Background: an optimization exercise with open tools, aiming at small area. Do not read the settings as production practice. Only simulation tests tie the RTL to the original design; equivalence was not proved.

AL:
==> flow/design.v (excerpt) <==
module core(
            i_clk,
            i_rst,
            i_data,
            i_valid,
            o_data,
            o_valid
            );
For scale: ~4100 cells after synthesis, about 28 I/O pins, about 50000 um^2 of cells after synthesis.
clock: 25.0 ns
lec_check: 0
abc_area: 1
cap_margin: 20
core_margin: 2
core_utilization: 40
slew_margin: 20
synth_hierarchical: 1
synth_minimum_keep_size: 0
standard.sh (not shown) runs the stock make flow with config.mk's settings and CLKGATE_MAP_FILE= SYNTH_SCRIPT=/design/flow/synth_recipe.tcl, a recipe that flattens the netlist after the stock synthesis.
==> flow/flow/run.sh <==
#!/bin/bash
# Own layout flow: the standard synthesis, its glue logic mapped again by
# ABC (flow/untie.py, flow/remap.ys), then the standard layout with a
# clock tree built without dummy loads.  Each tool's output goes to a log
# file in the work folder.
set -euo pipefail
W=$PWD
R=$W/orfs/results/${FLOW_PLATFORM:-sky130hd}/core/base
LIB=$FLOW_HOME/platforms/sky130hd/lib/sky130_fd_sc_hd__tt_025C_1v80.lib
YOSYS=$FLOW_HOME/../tools/install/yosys/bin/yosys
[[ -x $YOSYS ]] || YOSYS=yosys

bash standard.sh synth > log_1_synth.txt 2>&1

cp "$R/1_2_yosys.v" std_synth.v
python3 flow/untie.py std_synth.v std_untied.v 2> log_2_untie.txt
sed -e "s#@LIB@#$LIB#g" -e "s#@FLOW@#$W/flow#g" flow/remap.ys > remap.ys
"$YOSYS" -s remap.ys > log_2_remap.txt 2>&1
cp remapped.v "$R/1_2_yosys.v"
rm -f "$R/1_synth.odb" "$R/1_synth.sdc"

bash standard.sh \
  "CTS_ARGS=-sink_clustering_enable -repair_clock_nets -dont_use_dummy_load -sink_clustering_size 30 -sink_clustering_max_diameter 70" \
  finish > log_3_layout.txt 2>&1
==> flow/flow/remap.ys <==
# Re-maps the glue logic of the standard synthesis netlist (std_untied.v, the
# standard netlist with its tied full adders opened up by untie.py) with ABC.
# Registers, full adders and tie cells are
# kept as they are (same instances and names); everything else is flattened
# to logic and mapped again.  Writes the netlist to remapped.v.
read_liberty -ignore_miss_func @LIB@
read_verilog std_untied.v
hierarchy -top core
setattr -mod -set keep_hierarchy 1 sky130_fd_sc_hd__*df* sky130_fd_sc_hd__*dl* sky130_fd_sc_hd__fa_* sky130_fd_sc_hd__conb_*
flatten
techmap
opt -fast
opt_clean -purge
abc -script @FLOW@/abc.script -constr @FLOW@/abc.constr -D 25000 -liberty @LIB@ -dont_use sky130_fd_sc_hd__probe_p_8 -dont_use sky130_fd_sc_hd__probec_p_8 -dont_use sky130_fd_sc_hd__lpflow_bleeder_1 -dont_use sky130_fd_sc_hd__lpflow_clkbufkapwr_1 -dont_use sky130_fd_sc_hd__lpflow_clkbufkapwr_16 -dont_use sky130_fd_sc_hd__lpflow_clkbufkapwr_2 -dont_use sky130_fd_sc_hd__lpflow_clkbufkapwr_4 -dont_use sky130_fd_sc_hd__lpflow_clkbufkapwr_8 -dont_use sky130_fd_sc_hd__lpflow_clkinvkapwr_1 -dont_use sky130_fd_sc_hd__lpflow_clkinvkapwr_16 -dont_use sky130_fd_sc_hd__lpflow_clkinvkapwr_2 -dont_use sky130_fd_sc_hd__lpflow_clkinvkapwr_4 -dont_use sky130_fd_sc_hd__lpflow_clkinvkapwr_8 -dont_use sky130_fd_sc_hd__lpflow_decapkapwr_12 -dont_use sky130_fd_sc_hd__lpflow_decapkapwr_3 -dont_use sky130_fd_sc_hd__lpflow_decapkapwr_4 -dont_use sky130_fd_sc_hd__lpflow_decapkapwr_6 -dont_use sky130_fd_sc_hd__lpflow_decapkapwr_8 -dont_use sky130_fd_sc_hd__lpflow_inputiso0n_1 -dont_use sky130_fd_sc_hd__lpflow_inputiso0p_1 -dont_use sky130_fd_sc_hd__lpflow_inputiso1n_1 -dont_use sky130_fd_sc_hd__lpflow_inputiso1p_1 -dont_use sky130_fd_sc_hd__lpflow_inputisolatch_1 -dont_use sky130_fd_sc_hd__lpflow_isobufsrc_1 -dont_use sky130_fd_sc_hd__lpflow_isobufsrc_16 -dont_use sky130_fd_sc_hd__lpflow_isobufsrc_2 -dont_use sky130_fd_sc_hd__lpflow_isobufsrc_4 -dont_use sky130_fd_sc_hd__lpflow_isobufsrc_8 -dont_use sky130_fd_sc_hd__lpflow_isobufsrckapwr_16 -dont_use sky130_fd_sc_hd__lpflow_lsbuf_lh_hl_isowell_tap_1 -dont_use sky130_fd_sc_hd__lpflow_lsbuf_lh_hl_isowell_tap_2 -dont_use sky130_fd_sc_hd__lpflow_lsbuf_lh_hl_isowell_tap_4 -dont_use sky130_fd_sc_hd__lpflow_lsbuf_lh_isowell_4 -dont_use sky130_fd_sc_hd__lpflow_lsbuf_lh_isowell_tap_1 -dont_use sky130_fd_sc_hd__lpflow_lsbuf_lh_isowell_tap_2 -dont_use sky130_fd_sc_hd__lpflow_lsbuf_lh_isowell_tap_4 
opt_clean -purge
hilomap -singleton -hicell sky130_fd_sc_hd__conb_1 HI -locell sky130_fd_sc_hd__conb_1 LO
select core
write_verilog -noattr -noexpr -nohex -nodec -selected remapped.v
Other scripts of this flow, unchanged in this note and not shown: flow/flow/abc.constr, flow/flow/abc.script, flow/flow/untie.py
diff inputs: AL => JK
diff --git a/flow/flow/remap.ys b/flow/flow/remap.ys
--- a/flow/flow/remap.ys
+++ b/flow/flow/remap.ys
@@ -1,4 +1,3 @@
 # Re-maps the glue logic of the standard synthesis netlist (std_untied.v, the
-# standard netlist with its tied full adders opened up by untie.py) with ABC.
-# Registers, full adders and tie cells are
+# standard netlist with its tied full adders opened up by untie.py) with ABC.  Registers, full/half adders and tie cells are
 # kept as they are (same instances and names); everything else is flattened
@@ -8,3 +7,3 @@
 hierarchy -top core
-setattr -mod -set keep_hierarchy 1 sky130_fd_sc_hd__*df* sky130_fd_sc_hd__*dl* sky130_fd_sc_hd__fa_* sky130_fd_sc_hd__conb_*
+setattr -mod -set keep_hierarchy 1 sky130_fd_sc_hd__*df* sky130_fd_sc_hd__*dl* sky130_fd_sc_hd__fa_* sky130_fd_sc_hd__ha_* sky130_fd_sc_hd__conb_*
 flatten
--- outcome ---
- Having completed the whole flow, JK delivered a layout that passed the timing, design-rule and antenna checks.
- [JK] setup slack fell 650 ps relative to AL
- Later-pin clock latency in the skew report on JK is up relative to AL.
- JK reports a higher synthesis-to-finish area growth than AL does.
- JK vs AL on footprint of the multi-input gates: JK is the higher one.
- Compared with AL, JK shows floorplan die height that has gone up slightly.
- The higher clock-buffer cell count of AL and JK is in JK.

-- what the ideal ports hide --
Ports are ideal in the flow. The routed layouts listed here were re-timed in OpenROAD. Step 1: set_driving_cell puts a clkbuf_16 on i_clk and a buf_2 on each other input, an assumption about the parent block. Step 2 also shifts input and output timing later by t, the mid clock arrival at the registers, as if the neighbouring blocks saw the same clock. a / b / c = ideal ports / drivers / drivers and shift; a / b = the first two.
run | t, ns | setup slack, ns | hold WS [ns] | worst setup path at the end | worst data-port slew with drivers (ns)
AL | 0.690 | 8.488 / 8.510 / 7.820 | 0.356 / 0.356 / 0.356 | input to register | 0.16
JK | 0.696 | 7.833 / 7.854 / 7.158 | 0.351 / 0.351 / 0.351 | input to register | 0.15
After both steps setup and hold are still met in every run listed. For JK, which loses most, drivers alone change the setup slack by +0.021 ns; drivers and shift together by -0.675 ns.
